This design comes from an exercise in tuning for a short achievable clock period, few clock cycles and low power on the open sky130 flow, not from production work.
At most, simulation tests tie the RTL to the original design; equivalence was not proved.
For runs 6 and 7, only the layout was checked, not whether the RTL still works.
Power is estimated from default activity; no workload was simulated.

--- flow/config.mk ---
export PLATFORM = sky130hd
export DESIGN_NAME = mips
export DESIGN_NICKNAME = mips
export VERILOG_FILES = /design/flow/design.v
export SDC_FILE = /design/flow/constraint.sdc
export NUM_CORES = 4
export LEC_CHECK = 0
export CAP_MARGIN = 20
export CORE_MARGIN = 2
export CORE_UTILIZATION = 40
export SLEW_MARGIN = 20
--- flow/constraint.sdc ---
create_clock -name core_clock -period 10.0 [get_ports {clk}]
set_input_delay 2.0000 -clock core_clock [delete_from_list [all_inputs] [get_ports {clk}]]
set_output_delay 2.0000 -clock core_clock [all_outputs]
set_load 0.01 [all_outputs]
--- flow/design.v ---
module mips(input  logic       clk, reset,
            input  logic [7:0] memdata,
            output logic [7:0] adr,
            output logic       memread, memwrite,
            output logic [7:0] writedata);
  localparam logic [2:0] S_F3 = 3'd0,   
                         S_F0 = 3'd1,   
                         S_F2 = 3'd2,   
                         S_F1 = 3'd3,   
                         S_X  = 3'd4,   
                         S_L  = 3'd5,   
                         S_W  = 3'd6;   
  logic [2:0] state;
  logic [5:0] pc;           
  logic [2:0] kind;         
  logic [7:0] t;            
  logic [2:0] rs, rt;
  logic [7:0] rf [7:1];
  logic is_j, is_r, is_beq, is_sb;
  assign is_j   = kind[1] & kind[0];
  assign is_r   = ~kind[2] & ~kind[0];
  assign is_beq = ~kind[1] & kind[0];
  assign is_sb  = kind[2] & kind[1];
  logic [2:0] nkind;        
  assign nkind = {memdata[7], memdata[5] | memdata[3], memdata[4] | memdata[3]};
  logic [7:0] ra, rb;
  assign ra = (rs == 3'd0) ? 8'd0 : rf[rs];
  assign rb = (rt == 3'd0) ? 8'd0 : rf[rt];
  logic       sub;
  logic [7:0] bsrc, sum, aluout;
  assign sub  = (state == S_F1) & t[1];
  assign bsrc = (state == S_F1) ? (rb ^ {8{sub}}) : t;
  assign sum  = ra + bsrc + {7'd0, sub};
  always_comb
    if (t[2]) aluout = t[0] ? (ra | rb) : (ra & rb);
    else if (t[3]) aluout = {7'd0, sum[7]};
    else aluout = sum;
  logic       eq;
  assign eq = (ra == rb);
  logic [5:0] pc1, target;
  assign pc1    = pc + 6'd1;
  assign target = pc + t[5:0];
  assign memread   = 1'b1;
  assign writedata = t;
  logic       we;
  logic [2:0] wa;
  logic [7:0] wd;
  always_comb begin
    we = 1'b0; wa = rt; wd = memdata;
    if (state == S_F1) begin we = 1'b1; wa = memdata[5:3]; wd = aluout; end
    if (state == S_L)  begin we = 1'b1; wa = rt;           wd = memdata; end
  end
  always_ff @(posedge clk)
    for (int i = 1; i < 8; i++)
      if (we && wa == i[2:0]) rf[i] <= wd;
  always_ff @(posedge clk) begin
    if (reset) begin
      state    <= S_F3;
      pc       <= 6'd0;
      adr      <= 8'h03;
      memwrite <= 1'b0;
    end else begin
      memwrite <= 1'b0;
      case (state)
        S_F3: begin
          kind  <= nkind;
          adr   <= {pc, 2'b00};
          state <= S_F0;
        end
        S_F0: begin
          t <= memdata;
          if (is_j) begin
            pc    <= memdata[5:0];
            adr   <= {memdata[5:0], 2'b11};
            state <= S_F3;
          end else begin
            adr   <= {pc, 2'b10};
            state <= S_F2;
          end
        end
        S_F2: begin
          rs <= memdata[7:5];
          rt <= memdata[2:0];
          if (is_r) begin
            adr   <= {pc, 2'b01};
            state <= S_F1;
          end else begin
            pc    <= pc1;
            adr   <= {pc1, 2'b11};
            state <= S_X;
          end
        end
        S_F1: begin
          pc    <= pc1;
          adr   <= {pc1, 2'b11};
          state <= S_F3;
        end
        S_X: begin
          kind <= nkind;
          if (is_beq) begin
            if (eq) begin
              pc    <= target;
              adr   <= {target, 2'b11};
              state <= S_F3;
            end else begin
              adr   <= {pc, 2'b00};
              state <= S_F0;
            end
          end else begin
            adr <= sum;
            if (is_sb) begin
              t        <= rb;
              memwrite <= 1'b1;
              state    <= S_W;
            end else
              state <= S_L;
          end
        end
        default: begin   
          adr   <= {pc, 2'b00};
          state <= S_F0;
        end
      endcase
    end
  end
endmodule
--- flow/run.sh ---
#!/bin/bash
# synth_recipe.tcl (not shown) runs the flow's synth.tcl, then flattens the netlist and writes it again
# the make line also repeats each setting of config.mk as NAME=value (left out here)
make -C /OpenROAD-flow-scripts/flow DESIGN_CONFIG=/design/flow/config.mk WORK_HOME=/design/flow/orfs CLKGATE_MAP_FILE= SYNTH_SCRIPT=/design/flow/synth_recipe.tcl finish
==> results.cfg, run 1 <==
[run_status]
status = no timing/DRC/antenna violations

[clock_tree]
post-cts-setup-buffers = 0
postCtsHoldBufs = 0
cts_resized = 0
cts_tree = built
clock_latency_ps = 360
cts.sinks = 91
ctsLongestPathBuffers = 2
h-tree-depth = 3
cts_buffers = 9
cts_root_buf = clkbuf_16
path_clk_slew_ps = 70

[timing]
finClkSkew_ps = 11.5
relSlewSlack_pct = 34.3
setup_viol = 0
rsz0062_at_grt = false
slew_violations = 0
clock.fmax_mhz = 214
setup-tns-final_ps = 0
hold_violations = 0
worst_slew_pin_slew_ps = 982
fin_crit_ps = 4670
period_share_pct = 46.7

[critical_path]
reg2regPathDepth = 12
start_kind = flip-flop
endpoint_kind = flip-flop
cp.required_ps = 10070
worstSetupPathType = flip-flop to flip-flop
r2r_slack_ps = 5330
rr_startpoint = rt[2]
critical_path.max_fanout = 20
critPathArrivalTime_ps = 4750
r2r-end = rf[4][7]
critPathLaunch = rt[2]

[detailed_routing]
drt_pass1_iterations = 5
ant_nets = 0
drt_iter0_markers = 617
highest_layer = met4
dr_wl_met3_mm = 1.08
wirelength_mm = 16.0
route.detailed.drc = 0
wl_met1_mm = 7.12
routedWlPerCell_um = 20.6
wl_met2_mm = 7.32
via_count = 4624
viasPerCell = 5.97

[hold_path]
min_path_cells = 2
hold_path_class = flip-flop to flip-flop
hp-start = pc[2]
min_to = pc[2]

[placed_design]
io_buffers = 26
place.gp.congestion = 0.872
hpwl_mm = 11.2
place_inst = 758

[grt]
grt_start_max_net_pins = 33
antenna_found_initial = 0
overflow = 0
first_global_vias = 4449
globalRouteTotalUtil_pct = 20.8
grt_pass1_wl_mm = 25.2

[final_layout]
num_antenna_cells = 0
fin_cells = 775
syn_to_final_growth_pct = 11.7
nets = 627
layout-drive-gt1-share_pct = 9.31
n_fill_cell = 1349

[floorplan]
die_y_um = 125
initial_core_util_pct = 40.5
dieWidth_um = 125
num_io_pins = 28
core_um2 = 14400
fp-row-count = 44
dieArea_um2 = 15600

[yosys]
ys_ff_latch = 91
synth_cell_type_count = 60
ys_seq_area_share_pct = 43.7
syn_avg_cell_area_um2 = 10.1
synth_edf_count = 73
yosys_warnings = 10
netlist_instances = 579
synth_area_um2 = 5840
syn-num-nets = 620
ys.flop_type = edfxtp_1
async_reset_ff_share_pct = 0

[power_and_ir_drop]
power_density_nw_per_um2 = 138
leakage_nw = 2.42
peakVddDrop_mv = 0.110

[flow_run]
cap_violations = 0
==> critical path, stage by stage (launching register included) <==
cell	delay [ps]
edfxtp_1	900
mux4_2	610
o21ai_1	420
nor2_1	100
xor2_1	250
ha_1	290
nor2b_1	130
o21a_1	180
a311o_1	390
a31oi_2	300
xnor2_2	150
xnor2_1	140
o21ai_1	520
==> metrics by stage <==
stage          util [%]  total power, mW  hold WS [ps]  instance area (µm²)  setup WS [ps]
2_1_floorplan         -            0.521           533                 5840           6500
5_1_grt            45.2            0.935           640                 6530           5060
3_5_place_dp       43.0            0.565           593                 6210           5410
4_1_cts            45.0            0.905           599                 6500           5350
3_3_place_gp       43.0            0.564           582                 6210           5480
6_report           45.2            0.904           606                 6530           5330
==> cell families after synthesis <==
logic type / Yosys count / synth area share, %
other: 1 / 0.0642
AND/OR/NAND/NOR: 169 / 13.7
XOR/XNOR: 22 / 3.55
flip-flops: 91 / 43.7
multiplexers: 41 / 9.57
adder cells (fa/ha/maj): 31 / 7.02
AO/OA/AOI/OAI: 158 / 17.7
buffers and inverters: 66 / 4.71
==> where the power goes <==
group | switching (mW) | internal [mW]
logic | 0.0694 | 0.0524
clock network | 0.168 | 0.176
registers | 0.0179 | 0.420
total | 0.256 | 0.648
==> sequential cells by signal, indices dropped and copies added, names as in the netlist <==
name	cells
t	8
rf	56
adr	8
pc	6
kind	3
state	3
rs	3
rt	3
memwrite	1
==> synthesized netlist by cell type, types with 3 or more instances <==
| master | n | area (µm²) |
|---|---|---|
| mux2_2 | 4 | 45.0 |
| nand2_1 | 47 | 176 |
| o21ai_0 | 12 | 60.1 |
| ha_1 | 28 | 350 |
| fa_1 | 3 | 60.1 |
| xnor2_1 | 8 | 70.1 |
| clkbuf_1 | 21 | 78.8 |
| buf_2 | 7 | 35.0 |
| mux2i_1 | 21 | 210 |
| edfxtp_1 | 73 | 2190 |
| a211oi_1 | 13 | 97.6 |
| mux2_1 | 5 | 56.3 |
| a21oi_1 | 34 | 170 |
| mux4_2 | 11 | 248 |
| nor2b_1 | 10 | 62.6 |
| buf_1 | 5 | 18.8 |
| nand3_1 | 7 | 35.0 |
| a21o_1 | 6 | 45.0 |
| o22ai_1 | 4 | 25.0 |
| dfxtp_1 | 18 | 360 |
| a221o_1 | 6 | 60.1 |
| a31oi_1 | 8 | 50.1 |
| nand2b_1 | 9 | 56.3 |
| nor3_1 | 17 | 85.1 |
| a21oi_2 | 3 | 26.3 |
| a22oi_1 | 13 | 97.6 |
| nand3b_1 | 3 | 22.5 |
| a221oi_1 | 9 | 78.8 |
| o211ai_1 | 3 | 22.5 |
| nor3b_1 | 5 | 37.5 |
| xor2_1 | 12 | 105 |
| o21a_1 | 5 | 37.5 |
| nor2_1 | 57 | 214 |
| inv_1 | 22 | 82.6 |
| inv_2 | 8 | 30.0 |
| o21ai_1 | 30 | 150 |
==> routing by layer <==
layer	up-vias	global-route usage, %
li1	2148	-
met1	2232	29.1
met2	208	32.1
met3	36	4.25
met4	0	7.65
met5	-	0
==> cells in the final DEF, fill, tap and decap left out, types with 6 or more instances in the layout <==
cell type,instances
o21ai_0,12
a31oi_1,8
inv_1,22
clkdlybuf4s50_1,26
a211oi_1,13
xnor2_1,8
nor2b_1,10
a221oi_1,9
nand3_1,7
clkbuf_16,9
nand2b_1,9
xor2_1,12
ha_1,28
nor2_1,57
mux4_2,11
a21o_1,6
a221o_1,6
mux2i_1,21
nand2_1,47
inv_2,8
nor3_1,17
a22oi_1,13
edfxtp_1,73
a21oi_1,34
o21ai_1,30
dfxtp_1,18
==> layout make-up <==
type	count	area [µm²]	area share, %
multi-input cells	422	3020	46.2
flip-flops and latches	91	2550	39.1
inverters	30	113	1.73
clock buffers	9	225	3.45
repair buffers	32	325	4.99
well taps	184	230	3.53
clock inverters	7	63.8	0.978
==> worst max path at each step <==
| stage | endpoint | depth (start not counted) |
|---|---|---|
| 6_report | rf[4][7] | 12 |
| 5_1_grt | rf[2][7] | 12 |
| 4_1_cts | rf[2][7] | 13 |
| 3_5_place_dp | rf[6][7] | 12 |
| 3_3_place_gp | rf[5][7] | 12 |
| 2_1_floorplan | rf[1][6] | 16 |
Testbench counts, summed over its fixed seeds: cycles 137,961.
==> inputs of run 2 (changes only) <==
--- a/flow/config.mk
+++ b/flow/config.mk
@@ -9,3 +9,5 @@
 export CORE_MARGIN = 2
 export CORE_UTILIZATION = 40
+export CTS_CLUSTER_DIAMETER = 500
+export CTS_CLUSTER_SIZE = 100
 export SLEW_MARGIN = 20
==> results.cfg, run 2 <==
[floorplan]
fp-row-count = 44
die_y_um = 125
dieWidth_um = 125
core_um2 = 14400
dieArea_um2 = 15600
initial_core_util_pct = 40.5
num_io_pins = 28

[clock_tree]
cts_buffers = 9
h-tree-depth = 3
post-cts-setup-buffers = 0
clock_latency_ps = 360
path_clk_slew_ps = 70
postCtsHoldBufs = 0
cts_resized = 0
ctsLongestPathBuffers = 2
cts_root_buf = clkbuf_16
cts_tree = built
cts.sinks = 91

[power_and_ir_drop]
power_density_nw_per_um2 = 138
leakage_nw = 2.42
total_power_mw = 0.904
peakVddDrop_mv = 0.110

[yosys]
netlist_instances = 579
ys_seq_area_share_pct = 43.7
ys.flop_type = edfxtp_1
synth_area_um2 = 5840
syn-num-nets = 620
yosys_warnings = 10
synthMostInstantiatedCell = edfxtp_1
synth_cell_type_count = 60
synth_common_cells = edfxtp_1, nor2_1, nand2_1
synth_edf_count = 73
synth_top_area_cell = edfxtp_1
synth_top_area_share_pct = 37.5
async_reset_ff_share_pct = 0
syn_avg_cell_area_um2 = 10.1
ys_ff_latch = 91
ys_top_cells_by_area = edfxtp_1, dfxtp_1, ha_1

[final_layout]
syn_to_final_growth_pct = 11.7
final_common_cell = edfxtp_1
fin_cells = 775
layout-drive-gt1-share_pct = 9.31
n_fill_cell = 1349
final_cell_mix = edfxtp_1, nor2_1, nand2_1
regMostFlops = rf
num_antenna_cells = 0
largest_register_ffs = 56
reg_top3 = rf x56, adr x8, t x8
stdcell_area_um2 = 6530
nets = 627

[critical_path]
critPathLaunch = rt[2]
critPathArrivalTime_ps = 4750
critical_path.max_fanout = 20
r2r-end = rf[4][7]
rr_startpoint = rt[2]
reg2regPathDepth = 12
start_kind = flip-flop
worstSetupPathType = flip-flop to flip-flop
endpoint_kind = flip-flop
r2r_slack_ps = 5330
cp.required_ps = 10070

[detailed_routing]
ant_nets = 0
routedWlPerCell_um = 20.6
wirelength_mm = 16.0
via_count = 4624
viasPerCell = 5.97
drt_pass1_iterations = 5
drt_iter0_markers = 617
route.detailed.drc = 0

[grt]
first_global_vias = 4449
globalRouteTotalUtil_pct = 20.8
antenna_found_initial = 0
overflow = 0
grt_start_max_net_pins = 33
grt_pass1_wl_mm = 25.2

[timing]
rsz0062_at_grt = false
hold_violations = 0
relSlewSlack_pct = 34.3
period_share_pct = 46.7
hold_slack_ps = 606
clock.fmax_mhz = 214
setup-tns-final_ps = 0
finClkSkew_ps = 11.5
slew_violations = 0
fin_crit_ps = 4670
worst_slew_pin_slew_ps = 982
setup_viol = 0

[run_status]
status = no timing/DRC/antenna violations

[hold_path]
min_path_cells = 2
min_to = pc[2]
hold_path_class = flip-flop to flip-flop
hp-start = pc[2]

[placed_design]
place_inst = 758
place.gp.congestion = 0.872
hpwl_mm = 11.2
placed_area_um2 = 6210
io_buffers = 26

[flow_run]
cap_violations = 0
## run 2: cell counts in the layout (fill, tap and decap cells not counted)
Identical to the previous run, type by type.
## run 2: cell type report
type                       instances  area (µm²)  share of cell area, %
sequential                        91        2550                   39.1
inverter                          30         113                   1.73
clock inverter                     7        63.8                  0.978
tap                              184         230                   3.53
multi-input combinational        422        3020                   46.2
clock buffer                       9         225                   3.45
timing repair buffer              32         325                   4.99
## run 2: kinds of logic (layout without fill, tap and decap cells)
logic type	after synthesis	count (layout)	share of synthesized area, %
XOR/XNOR	22	22	3.55
other	1	1	0.0642
adder cells (fa/ha/maj)	31	31	7.02
AO/OA/AOI/OAI	158	158	17.7
buffers and inverters	66	78	4.71
multiplexers	41	41	9.57
flip-flops	91	91	43.7
AND/OR/NAND/NOR	169	169	13.7
## run 2: routing by layer
metal | track usage [%] | up-vias | routed length, µm
li1 | - | 2148 | -
met3 | 4.25 | 36 | 1080
met2 | 32.1 | 208 | 7320
met1 | 29.1 | 2232 | 7120
met4 | 7.65 | 0 | 459
met5 | 0 | - | 0
## run 2: report_power, final
| part | internal (mW) | total (mW) | switching (mW) |
|---|---|---|---|
| clock network | 0.176 | 0.344 | 0.168 |
| registers | 0.420 | 0.437 | 0.0179 |
| logic | 0.0524 | 0.122 | 0.0694 |
| total | 0.648 | 0.904 | 0.256 |
## run 2: stage by stage
step	util [%]	setup slack (ps)
after floorplan	-	6500
after global placement	43.0	5480
after detailed placement	43.0	5410
after CTS	45.0	5350
after global routing	45.2	5060
final	45.2	5330
## run 2: critical path, cell delays in order, from the launching register on
cell and delay [ps]:
edfxtp_1 900, mux4_2 610, o21ai_1 420, nor2_1 100, xor2_1 250, ha_1 290
nor2b_1 130, o21a_1 180, a311o_1 390, a31oi_2 300, xnor2_2 150, xnor2_1 140
o21ai_1 520
## run 2: worst max-delay path by stage
stage,end,slack (ps)
5_1_grt,rf[2][7],5060
2_1_floorplan,rf[1][6],6500
4_1_cts,rf[2][7],5350
6_report,rf[4][7],5330
3_3_place_gp,rf[5][7],5480
3_5_place_dp,rf[6][7],5410
==> inputs of run 3 (changes only) <==
--- a/flow/config.mk
+++ b/flow/config.mk
@@ -8,5 +8,6 @@
 export CAP_MARGIN = 20
 export CORE_MARGIN = 2
-export CORE_UTILIZATION = 40
+export CORE_UTILIZATION = 70
+export CTS_BUF_LIST = sky130_fd_sc_hd__clkbuf_8
 export CTS_CLUSTER_DIAMETER = 500
 export CTS_CLUSTER_SIZE = 100
==> results.cfg, run 3 <==
[yosys]
synthMostInstantiatedCell = edfxtp_1
ys_top_cells_by_area = edfxtp_1, dfxtp_1, ha_1
synth_top_area_share_pct = 37.5
yosys_warnings = 10
ys_seq_area_share_pct = 43.7
ys.flop_type = edfxtp_1
synth_top_area_cell = edfxtp_1
ys_ff_latch = 91
synth_fa_ha_area_share_pct = 7.02
synthSimpleGateAreaFrac_pct = 13.7
syn-num-nets = 620
synth_compound_area_share_pct = 17.7
synth_edf_count = 73
muxShareOfSynthArea_pct = 9.57
synth_common_cells = edfxtp_1, nor2_1, nand2_1
synth_cell_type_count = 60
synth_top_family_by_area = compound AO/OA/AOI/OAI gates
yosys.area_share.xor_xnor_pct = 3.55
synth_area_um2 = 5840
async_reset_ff_share_pct = 0
netlist_instances = 579
syn_avg_cell_area_um2 = 10.1

[final_layout]
nets = 626
num_antenna_cells = 0
final_common_cell = edfxtp_1
final_cell_mix = edfxtp_1, nor2_1, nand2_1
regMostFlops = rf
largest_register_ffs = 56
post-route-util_pct = 78.0
syn_to_final_growth_pct = 8.52
layout-drive-gt1-share_pct = 9.15
reg_top3 = rf x56, adr x8, t x8

[timing]
slew_violations = 0
period_share_pct = 45.6
relSlewSlack_pct = 34.2
worst_slack_ps = 5440
clock.fmax_mhz = 219
rsz0062_at_grt = false
hold_violations = 0
setup-tns-final_ps = 0
setup_viol = 0
fin_crit_ps = 4560
finClkSkew_ps = 16.5
worst_slew_pin_slew_ps = 985

[placed_design]
place_ws_ps = 5580
hpwl_mm = 11.3
io_buffers = 26
place.gp.congestion = 0.949

[floorplan]
dieArea_um2 = 9090
fp-row-count = 33
dieWidth_um = 95.4
num_io_pins = 28
core_um2 = 8130
initial_core_util_pct = 71.8
die_y_um = 95.4

[critical_path]
start_kind = flip-flop
cp.required_ps = 10100
critPathArrivalTime_ps = 4670
worst-path-buf-inv = 1
path_cells = inv_2, nor2_1, a22oi_1, a211oi_1, nor2_1, xor2_1, o21ai_1, ha_1, a21oi_1, nor2b_1, a311o_1, a31oi_2, xnor2_2, xnor2_1, o21ai_1
endpoint_kind = flip-flop
critical_path.max_fanout = 19
crit_family = compound AO/OA/AOI/OAI gates
worst_path_max_delay_cell = edfxtp_1
worstSetupPathType = flip-flop to flip-flop
cpPeakStageDelay_ps = 920

[power_and_ir_drop]
power_density_nw_per_um2 = 133
p_seq_share_pct = 51.6
peakVddDrop_mv = 0.121
p_sw_share_pct = 27.2
intPower_mw = 0.615
p_switching_mw = 0.230
clkPwrFrac_pct = 33.8
pwr-share-comb_pct = 14.6
total_power_mw = 0.845
leakage_nw = 2.38

[clock_tree]
cts.sinks = 91
cts_resized = 0
ctsLongestPathBuffers = 2
cts_tree = built
h-tree-depth = 3
post-cts-setup-buffers = 0
path_clk_slew_ps = 100
postCtsHoldBufs = 0
clock_latency_ps = 380
cts_buffers = 9
cts_root_buf = clkbuf_8

[grt]
grt_start_max_net_pins = 33
overflow = 0
antenna_found_initial = 0
first_global_vias = 4505
globalRouteTotalUtil_pct = 36.6
grt_pass1_wl_mm = 24.4

[detailed_routing]
routedWlPerCell_um = 22.7
drt_iter0_markers = 426
route.detailed.drc = 0
wirelength_mm = 15.8
drt_pass1_iterations = 5
via_count = 4769
viasPerCell = 6.86
ant_nets = 0

[run_status]
status = no timing/DRC/antenna violations

[flow_run]
cap_violations = 0

[hold_path]
hold_path_class = flip-flop to flip-flop
-- run 3: cell counts after synthesis --
Identical to the previous run, type by type.
-- run 3: through the flow --
stage / instance area (µm²) / hold WS, ps / std cells
final: 6340 / 630 / 695
after global routing: 6340 / 656 / 695
after detailed placement: 6100 / 602 / 678
after CTS: 6330 / 622 / 694
after global placement: 6100 / 592 / 678
after floorplan: 5840 / 533 / 579
-- run 3: kinds of logic after synthesis --
| family | Yosys count |
|---|---|
| fa+ha+maj | 31 |
| mux | 41 |
| buf+inv | 66 |
| flops | 91 |
| simple gates | 169 |
| other cells | 1 |
| compound gates | 158 |
| xor+xnor | 22 |
-- run 3: layout make-up --
cell class	instances	area, µm²
sequential	91	2550
tap	105	131
inverter	30	113
clock inverter	7	100
timing repair buffer	31	305
clock buffer	9	124
multi-input combinational	422	3020
fill	524	1790
-- run 3: tightest hold or removal path: stages (launching register included) --
cell     delay [ps]
dfxtp_1         370
a22oi_1         170
nor2_1           50
-- run 3: final timing paths --
check	start	end	slack (ps)	cells past startpoint
worst max-delay path	rt[1]	rf[4][0]	5440	15
worst min-delay path	pc[5]	pc[5]	630	2
worst max register to register	rt[1]	rf[4][0]	5440	15
worst min register to register	pc[5]	pc[5]	630	2
-- run 3: power groups by stage --
| stage | combinational [mW] | clock (mW) | sequential, mW |
|---|---|---|---|
| 6_report | 0.123 | 0.285 | 0.436 |
| 5_1_grt | 0.133 | 0.299 | 0.438 |
| 4_1_cts | 0.121 | 0.285 | 0.436 |
| 3_5_place_dp | 0.120 | 0 | 0.445 |
| 3_3_place_gp | 0.118 | 0 | 0.444 |
| 2_1_floorplan | 0.0827 | 0 | 0.439 |
-- run 3: per-layer routing --
layer	global-route usage, %	vias up	routed length [µm]
li1	-	2142	-
met1	44.6	2260	5760
met2	61.8	298	7860
met3	5.45	69	1320
met4	21.6	0	826
met5	0	-	0
==> inputs of run 4 (changes only) <==
==> flow/flow/run.sh (new file) <==
#!/bin/bash
set -euo pipefail
export CTS_ARGS="-sink_clustering_enable -repair_clock_nets -dont_use_dummy_load -buf_list sky130_fd_sc_hd__clkbuf_8"
bash standard.sh SETUP_SLACK_MARGIN=6.5 finish > standard_make.log 2>&1
==> flow/standard.sh (new file) <==
#!/bin/bash
# synth_recipe.tcl (not shown) runs the flow's synth.tcl, then flattens the netlist and writes it again
# the make line also repeats each setting of config.mk as NAME=value (left out here)
make -C /OpenROAD-flow-scripts/flow DESIGN_CONFIG=/design/flow/config.mk WORK_HOME=/design/flow/orfs CLKGATE_MAP_FILE= SYNTH_SCRIPT=/design/flow/synth_recipe.tcl "${@:-finish}"
--- a/flow/config.mk
+++ b/flow/config.mk
@@ -8,7 +8,4 @@
 export CAP_MARGIN = 20
 export CORE_MARGIN = 2
-export CORE_UTILIZATION = 70
-export CTS_BUF_LIST = sky130_fd_sc_hd__clkbuf_8
-export CTS_CLUSTER_DIAMETER = 500
-export CTS_CLUSTER_SIZE = 100
+export CORE_UTILIZATION = 60
 export SLEW_MARGIN = 20
removed: flow/run.sh
==> results.cfg, run 4 <==
[run_status]
status = no timing/DRC/antenna violations

[timing]
slew_violations = 0
finClkSkew_ps = 16.9
setup-tns-final_ps = 0
period_share_pct = 36.3
worst_slack_ps = 6370
worst_slew_pin_slew_ps = 970
clock.fmax_mhz = 276
setup_viol = 0
fin_crit_ps = 3630
rsz0062_at_grt = true
relSlewSlack_pct = 35.2
hold_violations = 0

[floorplan]
core_um2 = 9590
num_io_pins = 28
initial_core_util_pct = 60.9
fp-row-count = 36
dieWidth_um = 103
dieArea_um2 = 10500
die_y_um = 103

[critical_path]
critPathLaunch = rt[1]
critPathArrivalTime_ps = 3710
reg2regPathDepth = 15
critical_path.max_fanout = 7
endpoint = rf[4][0]
cp.required_ps = 10090
endpoint_kind = flip-flop
r2r_slack_ps = 6370
start_kind = flip-flop
r2r-end = rf[4][0]
worstSetupPathType = flip-flop to flip-flop
rr_startpoint = rt[1]

[power_and_ir_drop]
peakVddDrop_mv = 0.0902
leakage_nw = 2.63
power_density_nw_per_um2 = 112
total_power_mw = 0.779

[detailed_routing]
viasPerCell = 6.55
drt_iter0_markers = 330
route.detailed.drc = 0
wirelength_mm = 16.7
ant_nets = 0
drt_pass1_iterations = 5
routedWlPerCell_um = 22.1
via_count = 4952

[hold_path]
hold_path_class = flip-flop to flip-flop

[yosys]
synth_area_um2 = 5840
async_reset_ff_share_pct = 0
synthMostInstantiatedCell = edfxtp_1
yosys_warnings = 10
synth_top_area_share_pct = 37.5
synth_common_cells = edfxtp_1, nor2_1, nand2_1
synth_cell_type_count = 60
ys_ff_latch = 91
netlist_instances = 579
syn_avg_cell_area_um2 = 10.1
synth_top_area_cell = edfxtp_1
ys_seq_area_share_pct = 43.7
ys.flop_type = edfxtp_1
ys_top_cells_by_area = edfxtp_1, dfxtp_1, ha_1
synth_edf_count = 73
syn-num-nets = 620

[flow_run]
cap_violations = 0

[final_layout]
syn_to_final_growth_pct = 19.2
fin_cells = 756
final_cell_mix = edfxtp_1, nand2_1, nor2_1
nets = 666
reg_top3 = rf x56, adr x8, t x8
num_antenna_cells = 0
layout-drive-gt1-share_pct = 22.8
final_common_cell = edfxtp_1
regMostFlops = rf
largest_register_ffs = 56
post-route-util_pct = 72.6

[clock_tree]
cts_buffers = 9
postCtsHoldBufs = 0
ctsLongestPathBuffers = 2
cts_tree = built
cts_root_buf = clkbuf_8
cts.sinks = 91
path_clk_slew_ps = 90
h-tree-depth = 3
clock_latency_ps = 370

[placed_design]
hpwl_mm = 10.7
place_ws_ps = 5520
place.gp.congestion = 0.904
io_buffers = 26
place_inst = 704

[grt]
grt_pass1_wl_mm = 25.0
overflow = 0
globalRouteTotalUtil_pct = 32.4
antenna_found_initial = 0
grt_start_max_net_pins = 33
first_global_vias = 4644
## run 4: cell counts after synthesis
No cell type changed its count.
## run 4: per-layer routing
metal	GRT usage [%]	share of wire, %	up-vias
li1	-	-	2218
met1	41.6	39	2412
met2	53.6	50	274
met3	5.63	8.1	48
met4	15.1	3.7	0
met5	0	0	-
## run 4: worst min path at each step
stage                     slack (ps)   from  cells after the start     end
after floorplan                  530  pc[2]                      2  adr[4]
after global placement           600  pc[2]                      2   pc[2]
after detailed placement         600  pc[5]                      2   pc[5]
after CTS                        610  pc[2]                      2   pc[2]
after global routing             650  pc[1]                      2  adr[3]
final                            620  pc[2]                      2   pc[2]
## run 4: repair_timing
| item | in CTS | in global routing |
|---|---|---|
| setup buffers | 35 | 8 |
| endpoints found under the setup margin | 134 | 126 |
| gates resized for setup | 34 | 47 |
| pin swaps | 12 | 14 |
## run 4: through the flow
step,hold WS (ps),cell area [µm²]
4_1_cts,614,6690
3_5_place_dp,600,6120
3_3_place_gp,601,6120
2_1_floorplan,533,5840
5_1_grt,651,6970
6_report,622,6970
## run 4: power by group
part	switching [mW]	internal, mW	total (mW)	leakage, nW
logic	0.0820	0.0638	0.146	1.76
clock network	0.119	0.0809	0.200	0.0647
registers	0.0132	0.420	0.433	0.808
total	0.214	0.564	0.779	2.63
## run 4: final cells by class
cell class	instances	area [µm²]
Tap cell	133	166
Fill cell	672	2630
Inverter	30	115
Sequential cell	91	2560
Multi-Input combinational cell	422	3330
Clock buffer	9	124
Timing Repair Buffer	71	672
## run 4: cell families after synthesis
group | count (synthesis) | share of synthesized area (%)
and+or+nand+nor | 169 | 13.7
AOI/OAI and AO/OA | 158 | 17.7
DFF | 91 | 43.7
buffers and inverters | 66 | 4.71
muxes | 41 | 9.57
adders and majority gates | 31 | 7.02
xor gates and xnor gates | 22 | 3.55
other | 1 | 0.0642
## run 4: worst max-delay path, cell delays in order, from the launching register on
cell,delay (ps)
edfxtp_1,530
buf_6,200
mux2_4,290
a221o_1,330
o21ai_4,100
nor2_2,70
xor2_2,170
ha_1,280
nor2b_1,130
o21a_1,180
a311o_1,340
a31oi_4,210
xnor2_2,150
xnor2_2,130
buf_6,140
o21ai_4,90
==> inputs of run 5 (changes only) <==
==> flow/flow/run.sh (replaced) <==
#!/bin/bash
set -euo pipefail
export CTS_ARGS="-sink_clustering_enable -repair_clock_nets -dont_use_dummy_load -buf_list sky130_fd_sc_hd__clkbuf_8"
bash standard.sh SETUP_SLACK_MARGIN=7.5 finish > standard_make.log 2>&1
==> results.cfg, run 5 <==
[run_status]
status = no timing/DRC/antenna violations

[floorplan]
core_um2 = 9590
num_io_pins = 28
die_y_um = 103
initial_core_util_pct = 60.9
dieWidth_um = 103
dieArea_um2 = 10500
fp-row-count = 36

[yosys]
synth_common_cells = edfxtp_1, nor2_1, nand2_1
synth_area_um2 = 5840
yosys_warnings = 10
syn_avg_cell_area_um2 = 10.1
ys_ff_latch = 91
netlist_instances = 579
async_reset_ff_share_pct = 0
syn-num-nets = 620
synth_cell_type_count = 60
synthMostInstantiatedCell = edfxtp_1
ys_seq_area_share_pct = 43.7
ys_top_cells_by_area = edfxtp_1, dfxtp_1, ha_1
synth_edf_count = 73
synth_top_area_share_pct = 37.5
ys.flop_type = edfxtp_1
synth_top_area_cell = edfxtp_1

[power_and_ir_drop]
intPower_mw = 0.574
p_seq_share_pct = 54.3
p_switching_mw = 0.227
leakage_nw = 2.97
clkPwrFrac_pct = 25.2
pwr-share-comb_pct = 20.4
power_density_nw_per_um2 = 105
p_sw_share_pct = 28.3
peakVddDrop_mv = 0.0797

[critical_path]
cpPeakStageDelay_ps = 570
cp.required_ps = 10100
worst_path_max_delay_cell = edfxtp_1
path_cells = buf_6, buf_4, nor2_4, a221o_1, o21ai_4, nor2_2, xor2_2, ha_1, nor2b_1, o21a_1, a311o_1, a31oi_4, xnor2_2, xnor2_2, buf_6, o21ai_4
start_kind = flip-flop
endpoint_kind = flip-flop
worstSetupPathType = flip-flop to flip-flop
critPathArrivalTime_ps = 3760
critical_path.max_fanout = 7

[final_layout]
nets = 705
final_common_cell = edfxtp_1
num_antenna_cells = 0
layout-drive-gt1-share_pct = 35.8
syn_to_final_growth_pct = 30.6
regMostFlops = rf
reg_top3 = rf x56, adr x8, t x8
final_cell_mix = edfxtp_1, buf_4, nand2_1
largest_register_ffs = 56
fin_cells = 795

[placed_design]
place_inst = 707
hpwl_mm = 11.1
place.gp.congestion = 0.991
io_buffers = 26

[timing]
hold_violations = 0
slew_violations = 0
setup-tns-final_ps = 0
worst_slew_pin_slew_ps = 931
rsz0062_at_grt = true
fin_crit_ps = 3660
finClkSkew_ps = 33.5
relSlewSlack_pct = 37.7
setup_viol = 0
period_share_pct = 36.6
clock.fmax_mhz = 273

[grt]
grt_start_max_net_pins = 33
grt_pass1_wl_mm = 26.2
first_global_vias = 4916
globalRouteTotalUtil_pct = 34.2
antenna_found_initial = 0
overflow = 0

[clock_tree]
ctsLongestPathBuffers = 2
path_clk_slew_ps = 90
clock_latency_ps = 380
cts.sinks = 91
h-tree-depth = 3
cts_root_buf = clkbuf_8
cts_buffers = 9
cts_tree = built

[detailed_routing]
via_count = 5171
viasPerCell = 6.50
route.detailed.drc = 0
drt_iter0_markers = 549
wirelength_mm = 18.6
routedWlPerCell_um = 23.4
ant_nets = 0
drt_pass1_iterations = 5

[hold_path]
hold_path_class = flip-flop to flip-flop

[flow_run]
cap_violations = 0
## run 5: per-stage QoR
| step | setup WS, ps | hold WS, ps | power, mW | util, % | cell area [µm²] |
|---|---|---|---|---|---|
| 5_1_grt | 6200 | 649 | 0.825 | 79.5 | 7630 |
| 2_1_floorplan | 6750 | 531 | 0.530 | - | 6130 |
| 3_3_place_gp | 5900 | 590 | 0.568 | 65.9 | 6320 |
| 3_5_place_dp | 5860 | 596 | 0.571 | 65.9 | 6320 |
| 6_report | 6340 | 613 | 0.801 | 79.5 | 7630 |
| 4_1_cts | 6450 | 605 | 0.781 | 74.5 | 7150 |
## run 5: cell families after synthesis
kind of cell,Yosys count,synth area share (%)
and+or+nand+nor,169,13.7
AOI/OAI and AO/OA,158,17.7
DFF,91,43.7
buffers and inverters,66,4.71
muxes,41,9.57
adders and majority gates,31,7.02
xor gates and xnor gates,22,3.55
other,1,0.0642
## run 5: worst max-delay path: cells and delay by family, from the launching register on
| family | cells | cell delay, ps |
|---|---|---|
| XOR/XNOR | 3 | 510 |
| AND/OR/NAND/NOR | 3 | 390 |
| flip-flops | 1 | 570 |
| buffers and inverters | 3 | 500 |
| adder cells (fa/ha/maj) | 1 | 260 |
| AO/OA/AOI/OAI | 6 | 1130 |
## run 5: power groups by stage
stage          clock network [mW]  logic (mW)  registers (mW)
2_1_floorplan                   0      0.0916           0.439
3_3_place_gp                    0       0.122           0.446
3_5_place_dp                    0       0.125           0.447
4_1_cts                     0.200       0.147           0.434
5_1_grt                     0.214       0.175           0.436
6_report                    0.202       0.164           0.435
## run 5: area by class of cell
class / count / area (µm²)
clock buffer: 9 / 124
fill: 594 / 1960
multi-input combinational: 422 / 3580
sequential: 91 / 2560
inverter: 30 / 118
timing repair buffer: 110 / 1080
tap: 133 / 166
## run 5: repair_timing
item	CTS	global route
pin swaps	18	32
endpoints found under the setup margin	177	150
resized for setup	155	60
buffers inserted	52	26
gates cloned	1	0
hold buffers	0	0
## run 5: final timing paths
check        startpoint        to  slack, ps  cells past startpoint
max               rt[2]  rf[1][0]       6340                     16
min               pc[5]     pc[5]        610                      2
max reg2reg       rt[2]  rf[1][0]       6340                     16
min reg2reg       pc[5]     pc[5]        610                      2
## run 5: routing by layer
metal | part of all wire [%] | global-route usage, %
met1 | 36 | 41.5
met2 | 49 | 58.0
met3 | 9.0 | 5.63
met4 | 5.5 | 19.4
met5 | 0 | 0
==> inputs of run 6 (changes only) <==
--- a/flow/design.v
+++ b/flow/design.v
@@ -27,9 +27,25 @@
   assign ra = (rs == 3'd0) ? 8'd0 : rf[rs];
   assign rb = (rt == 3'd0) ? 8'd0 : rf[rt];
+  function automatic logic [7:0] add8(input logic [7:0] a, b, input logic cin);
+    logic [7:0] p, g, gg, pp, gn, pn;
+    p = a ^ b;
+    g = a & b;
+    gg = {g[7:1], g[0] | (p[0] & cin)};
+    pp = p;
+    for (int d = 1; d < 8; d = d * 2) begin
+      gn = gg; pn = pp;
+      for (int i = d; i < 8; i++) begin
+        gn[i] = gg[i] | (pp[i] & gg[i-d]);
+        pn[i] = pp[i] & pp[i-d];
+      end
+      gg = gn; pp = pn;
+    end
+    add8 = p ^ {gg[6:0], cin};
+  endfunction
   logic       sub;
   logic [7:0] bsrc, sum, aluout;
   assign sub  = (state == S_F1) & t[1];
   assign bsrc = (state == S_F1) ? (rb ^ {8{sub}}) : t;
-  assign sum  = ra + bsrc + {7'd0, sub};
+  assign sum  = add8(ra, bsrc, sub);
   always_comb
     if (t[2]) aluout = t[0] ? (ra | rb) : (ra & rb);
==> flow/flow/run.sh (replaced) <==
#!/bin/bash
set -euo pipefail
export CTS_ARGS="-sink_clustering_enable -repair_clock_nets -dont_use_dummy_load -buf_list sky130_fd_sc_hd__clkbuf_8"
bash standard.sh SETUP_SLACK_MARGIN=7.2 finish > standard_make.log 2>&1
==> results.cfg, run 6 <==
[run_status]
status = no timing/DRC/antenna violations

[clock_tree]
clock_latency_ps = 360
ctsLongestPathBuffers = 2
cts_root_buf = clkbuf_8
cts.sinks = 91
path_clk_slew_ps = 90
h-tree-depth = 3
cts_tree = built
cts_buffers = 9

[timing]
clock.fmax_mhz = 270
finClkSkew_ps = 19.7
worst_slew_pin_slew_ps = 868
rsz0062_at_grt = true
relSlewSlack_pct = 42.1
period_share_pct = 37.0
fin_crit_ps = 3700
setup-tns-final_ps = 0
setup_viol = 0
hold_violations = 0
slew_violations = 0

[yosys]
synth_edf_count = 73
synthMostInstantiatedCell = edfxtp_1
synth_area_um2 = 5660
ys.flop_type = edfxtp_1
syn-num-nets = 594
ys_top_cells_by_area = edfxtp_1, dfxtp_1, ha_1
synth_cell_type_count = 69
synth_top_area_share_pct = 38.7
netlist_instances = 553
syn_avg_cell_area_um2 = 10.2
ys_ff_latch = 91
ys_seq_area_share_pct = 45.1
synth_common_cells = edfxtp_1, nand2_1, a21oi_1
synth_top_area_cell = edfxtp_1
yosys_warnings = 10
async_reset_ff_share_pct = 0

[final_layout]
reg_top3 = rf x56, adr x8, t x8
nets = 674
fin_cells = 742
largest_register_ffs = 56
regMostFlops = rf
seqCellArea_um2 = 2560
post-route-util_pct = 79.2
final_cell_mix = edfxtp_1, buf_4, nand2_1
final_common_cell = edfxtp_1
stdcell_area_um2 = 7290
n_fill_cell = 535
syn_to_final_growth_pct = 28.7
layout-drive-gt1-share_pct = 35.0
num_antenna_cells = 0
multi_input_area_um2 = 3410

[floorplan]
dieWidth_um = 101
initial_core_util_pct = 61.6
die_y_um = 101
core_um2 = 9200
fp-row-count = 35
num_io_pins = 28
dieArea_um2 = 10200

[detailed_routing]
wirelength_mm = 17.6
routedWlPerCell_um = 23.7
via_count = 5019
route.detailed.drc = 0
viasPerCell = 6.76
drt_iter0_markers = 391
drt_pass1_iterations = 6
ant_nets = 0

[grt]
overflow = 0
grt_pass1_wl_mm = 26.1
globalRouteTotalUtil_pct = 34.4
first_global_vias = 4819
grt_start_max_net_pins = 33
antenna_found_initial = 0

[critical_path]
cp.required_ps = 10070
crit_family = compound AO/OA/AOI/OAI gates
worstSetupPathType = flip-flop to flip-flop
critical_path.max_fanout = 11
crit_top_cell = xnor2_2
cpPeakStageDelay_ps = 510
critPathArrivalTime_ps = 3780
worst_path_max_delay_cell = mux4_2
path_cells = buf_12, mux4_2, a21oi_2, xor2_1, o21ai_0, ha_1, o21a_1, o211ai_1, o21ai_1, xnor2_2, xnor2_2, buf_6, o21ai_4
endpoint_kind = flip-flop
worst-path-buf-inv = 2
start_kind = flip-flop

[power_and_ir_drop]
leakage_nw = 2.84
power_density_nw_per_um2 = 101
total_power_mw = 0.737
peakVddDrop_mv = 0.0891

[placed_design]
place.gp.congestion = 0.941
place_inst = 664
placed_area_um2 = 6090
hpwl_mm = 10.5
io_buffers = 26

[hold_path]
hold_path_class = flip-flop to flip-flop

[flow_run]
cap_violations = 0
run 6: cell types whose count changed after synthesis, sizes merged, moves of 3 or more:
cell	before	now
a31oi	9	6
and3	2	5
nor2	58	43
mux2i	21	26
clkbuf	21	15
nor2b	10	7
mux2	9	5
a211oi	13	7
a21oi	37	46
nor3	18	8
mux4	11	7
nand2	47	51
nand2b	9	6
run 6: cells by family (layout without fill, tap and decap cells):
group	Yosys count	after routing	share of synthesized area, %
AOI/OAI and AO/OA	164	164	18.8
and+or+nand+nor	150	150	12.9
DFF	91	91	45.1
buffers and inverters	58	136	4.40
muxes	38	38	8.38
adders and majority gates	31	31	7.25
xor gates and xnor gates	20	20	3.09
other	1	1	0.0662
run 6: layout make-up:
type | count | share of cell area (%)
repair buffers | 98 | 13.0
multi-input cells | 404 | 46.8
clock buffers | 9 | 1.70
inverters | 29 | 1.49
well taps | 111 | 1.91
flip-flops and latches | 91 | 35.1
run 6: power breakdown:
part / internal, mW / leakage [nW] / total [mW] / switching [mW]
sequential: 0.415 / 0.808 / 0.423 / 0.00777
clock: 0.0811 / 0.0647 / 0.203 / 0.122
combinational: 0.0476 / 1.96 / 0.111 / 0.0637
run 6: worst paths after layout:
kind,from,to,slack [ps],depth (start not counted)
setup reg to reg,rt[0],rf[6][0],6300,13
setup / recovery,rt[0],rf[6][0],6300,13
hold / removal,pc[5],pc[5],530,2
hold reg to reg,pc[5],pc[5],530,2
run 6: worst reg2reg max path, delay by kind of cell, from the launching register on:
| family | cells | cell delay (ps) |
|---|---|---|
| compound gates | 6 | 1170 |
| xor+xnor | 3 | 570 |
| mux | 1 | 520 |
| flops | 1 | 420 |
| fa+ha+maj | 1 | 410 |
| buf+inv | 2 | 340 |
run 6: routing by layer:
| layer | track usage, % | wire (µm) | vias up | share of wire [%] |
|---|---|---|---|---|
| met2 | 57.5 | 8380 | 319 | 48 |
| met1 | 43.4 | 6730 | 2392 | 38 |
| li1 | - | - | 2216 | - |
| met4 | 17.7 | 1080 | 0 | 6.1 |
| met5 | 0 | 0 | - | 0 |
| met3 | 5.45 | 1430 | 92 | 8.1 |
run 6: per-stage QoR:
| stage | setup WS (ps) | hold slack (ps) |
|---|---|---|
| floorplan | 6710 | 473 |
| global placement | 5800 | 499 |
| detailed placement | 5730 | 506 |
| CTS | 6420 | 522 |
| global route | 6220 | 552 |
| finish | 6300 | 530 |
run 6: repair_timing:
action / CTS / global route
hold buffers: 0 / 0
endpoints found under the setup margin: 168 / 150
gates resized for setup: 145 / 61
pin swaps: 16 / 33
setup buffers: 47 / 20
gates cloned: 2 / 0
==> inputs of run 7 (changes only) <==
--- a/flow/design.v
+++ b/flow/design.v
@@ -67,7 +67,10 @@
     if (state == S_L)  begin we = 1'b1; wa = rt;           wd = memdata; end
   end
+  logic [7:1] wsel;
+  always_comb
+    for (int i = 1; i < 8; i++) wsel[i] = we & (wa == i[2:0]);
   always_ff @(posedge clk)
     for (int i = 1; i < 8; i++)
-      if (we && wa == i[2:0]) rf[i] <= wd;
+      rf[i] <= (wd & {8{wsel[i]}}) | (rf[i] & {8{~wsel[i]}});
   always_ff @(posedge clk) begin
     if (reset) begin
==> results.cfg, run 7 <==
[final_layout]
final_cell_mix = edfxtp_1, buf_4, nand2_1
post-route-util_pct = 77.0
num_antenna_cells = 0
layout-drive-gt1-share_pct = 29.9
multi_input_area_um2 = 3420
nets = 679
stdcell_area_um2 = 7180
syn_to_final_growth_pct = 23.3
final_common_cell = edfxtp_1
n_fill_cell = 620
seqCellArea_um2 = 2560

[clock_tree]
cts_root_buf = clkbuf_8
postCtsHoldBufs = 0
cts_buffers = 9
ctsLongestPathBuffers = 2
clock_latency_ps = 380
cts_tree = built
cts.sinks = 91
h-tree-depth = 3
path_clk_slew_ps = 80

[detailed_routing]
drt_pass1_iterations = 5
viasPerCell = 6.69
route.detailed.drc = 0
via_count = 5115
routedWlPerCell_um = 23.7
wirelength_mm = 18.1
drt_iter0_markers = 375
ant_nets = 0

[timing]
rsz0062_at_grt = true
setup_viol = 0
hold_violations = 0
clock.fmax_mhz = 263
setup-tns-final_ps = 0
slew_violations = 0
worst_slew_pin_slew_ps = 998
finClkSkew_ps = 20.9
period_share_pct = 38.0
fin_crit_ps = 3800
relSlewSlack_pct = 33.3

[yosys]
ys.flop_type = edfxtp_1
ys_ff_latch = 91
ys_seq_area_share_pct = 43.8
syn_avg_cell_area_um2 = 10.0
synth_edf_count = 73
synth_area_um2 = 5820
async_reset_ff_share_pct = 0
synth_top_area_cell = edfxtp_1
synth_common_cells = edfxtp_1, nand2_1, o21ai_0
synthMostInstantiatedCell = edfxtp_1
netlist_instances = 580
synth_top_area_share_pct = 37.6
synth_cell_type_count = 56
yosys_warnings = 10
ys_top_cells_by_area = edfxtp_1, dfxtp_1, ha_1
syn-num-nets = 621

[grt]
first_global_vias = 4833
globalRouteTotalUtil_pct = 34.5
grt_start_max_net_pins = 33
grt_pass1_wl_mm = 26.3
antenna_found_initial = 0
overflow = 0

[floorplan]
die_y_um = 103
core_um2 = 9330
num_io_pins = 28
fp-row-count = 35
dieArea_um2 = 10500
initial_core_util_pct = 62.4
dieWidth_um = 103

[critical_path]
endpoint_kind = flip-flop
cp.required_ps = 10100
reg2regPathDepth = 14
critPathLaunch = rt[1]
critical_path.max_fanout = 7
critPathArrivalTime_ps = 3890
r2r_slack_ps = 6200
rr_startpoint = rt[1]
start_kind = flip-flop
worstSetupPathType = flip-flop to flip-flop

[placed_design]
io_buffers = 26
placed_area_um2 = 6230
place.gp.congestion = 0.928
hpwl_mm = 11.2

[run_status]
status = no timing/DRC/antenna violations

[hold_path]
hold_path_class = flip-flop to flip-flop
min_path_cells = 2

[flow_run]
cap_violations = 0

[power_and_ir_drop]
leakage_nw = 2.77
peakVddDrop_mv = 0.143
power_density_nw_per_um2 = 110
==> run 7: cell count changes in the layout (fill, tap and decap cells not counted), sizes merged, moves of 5 or more <==
| cell | delta |
|---|---|
| nor3 | +10 |
| mux2i | -7 |
| buf | -14 |
| mux2 | +5 |
| o21ai | +5 |
| a22oi | -9 |
| a21oi | -12 |
==> run 7: metrics by stage <==
step / hold WS, ps / setup WS, ps / std cells / total power, mW
after floorplan: 506 / 6580 / 580 / 0.527
after global placement: 534 / 5350 / 701 / 0.569
after detailed placement: 551 / 5230 / 701 / 0.571
after CTS: 562 / 6400 / 754 / 0.774
after global routing: 597 / 6150 / 765 / 0.815
final: 580 / 6200 / 765 / 0.789
==> run 7: layout make-up <==
cell class	instances	share of cell area, %
timing repair buffer	84	11.1
clock buffer	9	1.73
tap	129	2.25
inverter	32	1.67
sequential	91	35.7
multi-input combinational	420	47.6
==> run 7: report_power, final <==
group	internal, mW	switching [mW]	leakage (nW)
registers	0.420	0.0160	0.808
clock network	0.0807	0.116	0.0647
logic	0.0632	0.0932	1.89
==> run 7: kinds of logic after synthesis <==
kind of cell,Yosys count,share of synthesized area (%)
AOI/OAI and AO/OA,166,18.9
and+or+nand+nor,160,13.1
DFF,91,43.8
buffers and inverters,69,4.77
muxes,38,8.68
adders and majority gates,31,7.05
xor gates and xnor gates,24,3.61
other,1,0.0644
==> run 7: per-layer routing <==
layer | GRT usage (%) | part of all wire, % | vias to the layer above
met1 | 41.6 | 37 | 2447
li1 | - | - | 2265
met3 | 7.86 | 8.4 | 91
met2 | 58.6 | 49 | 312
met5 | 0 | 0 | -
met4 | 16.6 | 6.0 | 0
==> run 7: worst min-delay path by stage <==
stage | slack, ps | startpoint | end
floorplan | 510 | pc[4] | adr[6]
global placement | 530 | pc[5] | pc[5]
detailed placement | 550 | pc[5] | pc[5]
CTS | 560 | pc[5] | pc[5]
global route | 600 | pc[5] | pc[5]
finish | 580 | pc[5] | pc[5]
==> run 7: critical path: stages, from the launching register on <==
cell and delay (ps):
edfxtp_1 470, buf_12 150, mux2_2 340, a221o_1 340
o21ai_4 80, xor2_1 190, o21ai_2 90, fa_2 380
fa_2 360, a21o_1 170, a21oi_2 170, o21ai_1 90
xor2_1 180, a221oi_2 400, nor2_4 100
==> run 7: what timing repair did <==
action / CTS / global route
gates cloned: 1 / 1
pin swaps: 27 / 14
buffers inserted: 43 / 10
endpoints found under the hold margin: 0 / 0
gates resized for setup: 152 / 33
setup endpoints to repair: 171 / 136

## separate check: timing with driven ports
How much do the figures lean on ideal ports? The routed layouts below were timed once more, with nothing changed but the port constraints.
Step 1, drivers: a clkbuf_16 drives clk and a buf_2 each remaining input, both assumed.
Step 2 adds t to the input delays and takes it off the output delays; t is the mean of the earliest and latest rising clock arrival at the registers after step 1. Input paths then give back, and output paths get back, about the clock's delay inside the block.
Three values: no drivers, after step 1, after step 2; two values: the first two.
run	shift t [ns]	setup slack, ns	worst slew at a driven data input, ns
run 1	0.394	5.326 / 5.326 / 5.326	0.03
run 2	0.394	5.326 / 5.326 / 5.326	0.03
run 3	0.411	5.436 / 5.436 / 5.436	0.05
run 4	0.396	6.375 / 6.375 / 6.039	0.03
run 5	0.398	6.339 / 6.339 / 6.339	0.06
run 6	0.383	6.295 / 6.295 / 6.295	0.04
run 7	0.400	6.204 / 6.204 / 6.204	0.03
After both steps setup and hold are still met in every run listed. For run 4, which loses most, drivers alone change the setup slack by 0.000 ns; drivers and shift together by -0.336 ns.
